What follows belongs to an exercise in optimizing a design on an open flow for small area and a short achievable clock period; a production flow would make more cautious choices.
The RTL of this run was laid out without a check of its function.
No activity file was given, so power comes from the tool's default toggle rates.

===== flow/design.v =====
module dataPath (
  input  logic [13:0] instruction,
  input  logic        clk,
  input  logic        rst,
  output logic        flag_zero,
  output logic        flag_negative,
  output logic        flag_carry,
  output logic        flag_overflow
);
  logic [1:0] op;
  logic [3:0] wa, ra1, ra2;
  assign op  = instruction[13:12];
  assign wa  = instruction[11:8];
  assign ra1 = instruction[7:4];
  assign ra2 = instruction[3:0];
  logic [31:0] R [0:15];
  logic [31:0] a, b;           
  logic [15:0] s1, s2, we;
  always_comb begin
    for (int j = 0; j < 16; j++) begin
      s1[j] = ~rst & (ra1 == 4'(j));
      s2[j] = ~rst & (ra2 == 4'(j));
      we[j] =  rst | (wa  == 4'(j));
    end
  end
  logic [31:0] rd1_n, rd2_n;
  always_comb begin
    rd1_n = '0;
    rd2_n = '0;
    for (int j = 0; j < 16; j++) begin
      rd1_n = rd1_n | ({32{s1[j]}} & R[j]);
      rd2_n = rd2_n | ({32{s2[j]}} & R[j]);
    end
  end
  always_ff @(posedge clk) begin
    a <= rd1_n;
    b <= rd2_n;
  end
  logic [31:0] p, g, o;
  assign p = a ^ b;
  assign g = a & b;
  assign o = a | b;
  logic [7:0] ga, pa, gs, ps;    
  always_comb begin
    for (int k = 0; k < 8; k++) begin
      logic ca, cs;
      ca = 1'b0;    
      cs = 1'b0;    
      for (int i = 4*k; i < 4*k + 4; i++) begin
        ca = p[i] ? ca : a[i];
        cs = p[i] ? a[i] : cs;
      end
      ga[k] = ca;
      gs[k] = cs;
      pa[k] = &p[4*k +: 4];
      ps[k] = ~|p[4*k +: 4];
    end
  end
  logic [8:0] CA, CS;
  always_comb begin
    CA[0] = 1'b0;
    CS[0] = 1'b1;
    for (int k = 0; k < 8; k++) begin
      CA[k+1] = ga[k] | (pa[k] & CA[k]);
      CS[k+1] = gs[k] | (ps[k] & CS[k]);
    end
  end
  logic [32:0] ca_b, cs_b;
  logic [31:0] sa, ss;
  always_comb begin
    for (int k = 0; k < 8; k++) begin
      ca_b[4*k] = CA[k];
      cs_b[4*k] = CS[k];
      for (int i = 4*k; i < 4*k + 4; i++) begin
        if (i % 4 != 3) begin
          ca_b[i+1] = p[i] ? ca_b[i] : a[i];
          cs_b[i+1] = p[i] ? a[i] : cs_b[i];
        end
      end
    end
    ca_b[32] = CA[8];
    cs_b[32] = CS[8];
    sa = p ^ ca_b[31:0];
    ss = ~p ^ cs_b[31:0];
  end
  logic z_add, z_sub, z_and, z_or;
  assign z_add = ~|sa;
  assign z_sub = ~|p;
  assign z_and = ~|g;
  assign z_or  = ~|o;
  logic [3:0] fz, fn;
  logic [1:0] fc, fv;
  assign fz = {z_or, z_and, z_sub, z_add};
  assign fn = {o[31], g[31], ss[31], sa[31]};
  assign fc = {cs_b[32], ca_b[32]};
  assign fv = {cs_b[32] ^ cs_b[31], ca_b[32] ^ ca_b[31]};
  flag_sel u_flag_sel (
    .op(op), .fz(fz), .fn(fn), .fc(fc), .fv(fv),
    .flag_zero(flag_zero), .flag_negative(flag_negative),
    .flag_carry(flag_carry), .flag_overflow(flag_overflow)
  );
  logic [3:0] os;     
  assign os[0] = ~rst & (op == 2'd0);
  assign os[1] = ~rst & (op == 2'd1);
  assign os[2] = ~rst & (op == 2'd2);
  assign os[3] = ~rst & (op == 2'd3);
  logic [31:0] wd_lo, wd_hi;    
  assign wd_lo = ({32{os[0]}} & sa) | ({32{os[1]}} & ss) |
                 ({32{os[2]}} & g)  | ({32{os[3]}} & o);
  assign wd_hi = wd_lo | {32{rst}};
  always_ff @(posedge clk) begin
    for (int r = 0; r < 16; r++) begin
      logic [31:0] wd;
      for (int k = 0; k < 32; k++)
        wd[k] = (k < 4 && r[k]) ? wd_hi[k] : wd_lo[k];
      R[r] <= ({32{we[r]}} & wd) | ({32{~we[r]}} & R[r]);
    end
  end
endmodule
module flag_sel (
  input  logic [1:0] op,
  input  logic [3:0] fz,
  input  logic [3:0] fn,
  input  logic [1:0] fc,
  input  logic [1:0] fv,
  output logic       flag_zero,
  output logic       flag_negative,
  output logic       flag_carry,
  output logic       flag_overflow
);
  assign flag_zero     = fz[op];
  assign flag_negative = fn[op];
  assign flag_carry    = ~op[1] & fc[op[0]];
  assign flag_overflow = ~op[1] & fv[op[0]];
endmodule

===== flow/run.sh =====
#!/bin/bash
# synth_recipe.tcl (not shown) runs the flow's synth.tcl, then flattens the netlist and writes it again
# the make line also repeats each setting of config.mk as NAME=value (left out here)
make -C /OpenROAD-flow-scripts/flow DESIGN_CONFIG=/design/flow/config.mk WORK_HOME=/design/flow/orfs CLKGATE_MAP_FILE= SYNTH_SCRIPT=/design/flow/synth_recipe.tcl finish

===== flow/config.mk =====
export PLATFORM = sky130hd
export DESIGN_NAME = dataPath
export DESIGN_NICKNAME = dataPath
export VERILOG_FILES = /design/flow/design.v
export SDC_FILE = /design/flow/constraint.sdc
export NUM_CORES = 4
export LEC_CHECK = 0
export CAP_MARGIN = 20
export CORE_MARGIN = 2
export CORE_UTILIZATION = 60
export CTS_BUF_LIST = sky130_fd_sc_hd__clkbuf_4 sky130_fd_sc_hd__clkbuf_8
export CTS_CLUSTER_SIZE = 24
export SLEW_MARGIN = 20
export SYNTH_HIERARCHICAL = 1
export SYNTH_MINIMUM_KEEP_SIZE = 0

===== flow/constraint.sdc =====
create_clock -name core_clock -period 28.0 [get_ports {clk}]
set_input_delay 5.6000 -clock core_clock [delete_from_list [all_inputs] [get_ports {clk}]]
set_output_delay 5.6000 -clock core_clock [all_outputs]
set_load 0.01 [all_outputs]

==> impl_metrics.env <==
export IMPL_outcome="no timing/DRC/antenna violations"
export IMPL_synth_sequential_area_ratio=0.605
export IMPL_vdd_ir_drop_max_mv=0.0560
export IMPL_ys_top_cells_by_area="sky130_fd_sc_hd__edfxtp_1, sky130_fd_sc_hd__a221oi_1, sky130_fd_sc_hd__a22o_1, sky130_fd_sc_hd__dfxtp_1, sky130_fd_sc_hd__ha_1"
export IMPL_grt_pass1_vias=21179
export IMPL_route_detailed_wl_per_inst_um=35.7
export IMPL_count_of_flip_flops_with_a_built_in_enable_after_synthesis=512
export IMPL_drt_drc_violations_left=0
export IMPL_achievable_frequency_mhz=76.3
export IMPL_worstPathArrival_ns=7.51
export IMPL_final_period_utilization=0.468
export IMPL_postSynthCellCount=2143
export IMPL_cts_tree="built"
export IMPL_drv_cap=0
export IMPL_post_synthesis_async_set_or_reset_flop_share=0
export IMPL_netlist_top_cell_by_area="sky130_fd_sc_hd__edfxtp_1"
export IMPL_cp_slowest_cell="sky130_fd_sc_hd__buf_4"
export IMPL_required_ns=22.40
export IMPL_design_die_area_mm2=0.0476
export IMPL_tightest_slew_ns=1.25
export IMPL_cts_inserted_buffers=89
export IMPL_chipWidth_um=218
export IMPL_finalNetCount=2263
export IMPL_fin_setup_tns_ns=0
export IMPL_postCtsResizedCells=0
export IMPL_power_density_cell_area_mw_per_mm2=78.0
export IMPL_start_util=0.608
export IMPL_synth_area_mm2=0.0275
export IMPL_post_drt_via_cell_ratio=7.67
export IMPL_grt_start_max_net_pins=84
export IMPL_synthesis_yosys_warnings=8
export IMPL_synth_largest_type_area_fraction=0.559
export IMPL_syn_avg_cell_area_um2=12.8
export IMPL_final_hold_viol_count=0
export IMPL_finalWorstSetupSlack_ns=14.89
export IMPL_place_gp_congestion=0.918
export IMPL_root_buffer_selected_by_cts="sky130_fd_sc_hd__clkbuf_8"
export IMPL_timing_final_crit_period_ns=13.11
export IMPL_clock_path_buffers=3
export IMPL_slew_violations=0
export IMPL_synthMostInstantiatedCell="sky130_fd_sc_hd__edfxtp_1"
export IMPL_synth_cell_types=79
export IMPL_final_cells=2845
export IMPL_dpl_worst_slack_ns=14.89
export IMPL_critical_path_class="in -> out"
export IMPL_std_cell_rows=78
export IMPL_drtAntennaViolNets=0
export IMPL_drive_gt1_frac=0.144
export IMPL_power_leakage_nw=10.9
export IMPL_grt_first_pass_wirelength_mm=144
export IMPL_gr_usage_all_layers=0.426
export IMPL_post_dp_hpwl_mm=56.2
export IMPL_ys_ff_latch=576
export IMPL_worst_clock_skew_ns=0.0352
export IMPL_core_area_mm2=0.0453
export IMPL_insertion_delay_ns=0.69
export IMPL_clk_transition_reported_paths_ns=0.06
export IMPL_grt_overflow_total=0
export IMPL_synthTopCellsByCount="sky130_fd_sc_hd__edfxtp_1, sky130_fd_sc_hd__a221oi_1, sky130_fd_sc_hd__a22o_1, sky130_fd_sc_hd__clkbuf_1, sky130_fd_sc_hd__nor2_1"
export IMPL_cts_num_sinks=576
export IMPL_cts_max_level=3
export IMPL_timing_slew_headroom=0.163
export IMPL_timing_critical_path_buf_inv=3
export IMPL_synth_flop_cell="sky130_fd_sc_hd__edfxtp_1"
export IMPL_path_cells="buf_2, buf_4, mux4_1, clkdlybuf4s50_1"
export IMPL_startpoint_type="input port"
export IMPL_first_iter_violations=3877
export IMPL_port_buffer_count=19
export IMPL_ctsHoldBuffers=0
export IMPL_worst_path_largest_cell_delay_ns=0.66
export IMPL_final_setup_viol_count=0
export IMPL_synth_to_final_area_change_pct=10.8
export IMPL_synth_net_count=2239
export IMPL_crit_path_max_fanout=83
export IMPL_routed_vias=21828
export IMPL_die_y_um=218
export IMPL_cts_repair_timing_setup_buffer_count=0
export IMPL_detail_route_wirelength_mm=101
export IMPL_drt_first_pass_iters=10
export IMPL_cpLargestDelayFamily="buffers and inverters"
export IMPL_critPathCaptureType="output port"
export IMPL_dp_cells=2676
export IMPL_grt_setup_unrepaired="no"
export IMPL_worst_hold_path_type="reg -> reg"
export IMPL_io_pins=20
export IMPL_antenna_found_initial=3
[final timing paths]
check                   from            end  slack [ns]  cells after the start
max          instruction[12]  flag_negative       14.89                      4
min reg2reg             flop          b[18]        0.52                      2
max reg2reg             a[5]           flop       23.35                     11
min                     flop          b[18]        0.52                      2
[through the flow]
step	area, um2	utilization	power (mW)	hold slack (ns)
6_report	30500	0.673	2.38	0.516
5_1_grt	30500	0.673	2.46	0.540
4_1_cts	30500	0.673	2.36	0.513
3_5_place_dp	28600	0.632	1.65	0.480
3_3_place_gp	28600	0.632	1.64	0.484
2_1_floorplan	27500	-	1.47	0.445
[placed cells by master, fill, tap and decap left out, types with 18 or more instances in the layout]
cell type | synthesis | final
sky130_fd_sc_hd__o21ai_0 | 59 | 59
sky130_fd_sc_hd__mux2i_1 | 43 | 43
sky130_fd_sc_hd__inv_1 | 80 | 79
sky130_fd_sc_hd__a22o_1 | 182 | 182
sky130_fd_sc_hd__clkbuf_4 | 0 | 47
sky130_fd_sc_hd__xnor2_1 | 22 | 22
sky130_fd_sc_hd__nand4_1 | 61 | 61
sky130_fd_sc_hd__dfxtp_1 | 64 | 64
sky130_fd_sc_hd__ha_1 | 80 | 80
sky130_fd_sc_hd__a211oi_1 | 30 | 24
sky130_fd_sc_hd__a22oi_1 | 43 | 43
sky130_fd_sc_hd__nand2_1 | 89 | 89
sky130_fd_sc_hd__nor2_1 | 118 | 102
sky130_fd_sc_hd__a21oi_1 | 57 | 57
sky130_fd_sc_hd__a221oi_1 | 191 | 191
sky130_fd_sc_hd__a222oi_1 | 46 | 46
sky130_fd_sc_hd__nand2b_1 | 18 | 18
sky130_fd_sc_hd__nand3_1 | 21 | 21
sky130_fd_sc_hd__buf_4 | 1 | 75
sky130_fd_sc_hd__clkbuf_8 | 0 | 96
sky130_fd_sc_hd__nor4_1 | 19 | 18
sky130_fd_sc_hd__xor2_1 | 19 | 19
sky130_fd_sc_hd__edfxtp_1 | 512 | 512
[worst register-to-register path, delay by kind of cell (launching register included)]
family          cells  cell delay, ns
buf+inv             1            0.08
compound gates      3            0.84
xor+xnor            1            0.14
mux                 2            0.72
fa+ha+maj           1            0.47
flops               1            0.50
simple gates        3            1.56
[layer usage]
| layer | share of wire | GRT usage | up-vias | routed length [um] |
|---|---|---|---|---|
| met5 | 0.0015 | 0 | - | 154 |
| met4 | 0.061 | 0.224 | 4 | 6210 |
| met3 | 0.17 | 0.158 | 514 | 16800 |
| met2 | 0.42 | 0.617 | 2038 | 42600 |
| met1 | 0.35 | 0.561 | 10446 | 35700 |
| li1 | - | - | 8826 | - |
[logic make-up (layout without fill, tap and decap cells)]
kind of cell | after synthesis | count (layout) | share of synthesized area
flops | 576 | 576 | 0.605
other cells | 0 | 2 | 0
xor+xnor | 41 | 41 | 0.0130
fa+ha+maj | 80 | 80 | 0.0364
simple gates | 433 | 433 | 0.0797
buf+inv | 243 | 343 | 0.0341
mux | 55 | 55 | 0.0225
compound gates | 715 | 715 | 0.209
[per-module statistics from Yosys (local to each module, per instance)]
module	flip-flops and latches	cells	area [um2]
dataPath	576	2137	27400
flag_sel	0	6	80.1
[power breakdown]
part	total [mW]	internal, mW	switching (mW)
logic	0.473	0.159	0.314
registers	1.19	1.10	0.0849
clock network	0.717	0.389	0.327
total	2.38	1.65	0.727
[area by class of cell]
cell class,instances,area [um2]
sequential,576,16700
fill,3334,14800
multi-input combinational,1324,10200
clock buffer,143,1670
tap,600,751
timing repair buffer,94,733
inverter,82,308
clock inverter,24,158
antenna,2,5.00

-- what the ideal ports hide --
The flow's constraints put no driver on any port. The routed layout listed below was extracted and timed again, unchanged, in two steps. Step 1 assumes that a clkbuf_16 drives the clock port and a buf_2 every other input. Step 2 times the ports against the registers' clock, not the clock port: input delays grow and output delays shrink by t, the midpoint of the rising clock arrivals with the driver on. Three values: ideal ports, drivers, drivers and shift; two values: the first two.
shift t [ns]: 0.722
slack for setup (ns): 14.889 / 14.867 / 14.867
worst register clock-pin slew, ns: 0.07 / 0.07
After both steps this run still meets setup and hold. For this run, drivers alone change the setup slack by -0.022 ns; drivers and shift together by -0.022 ns.
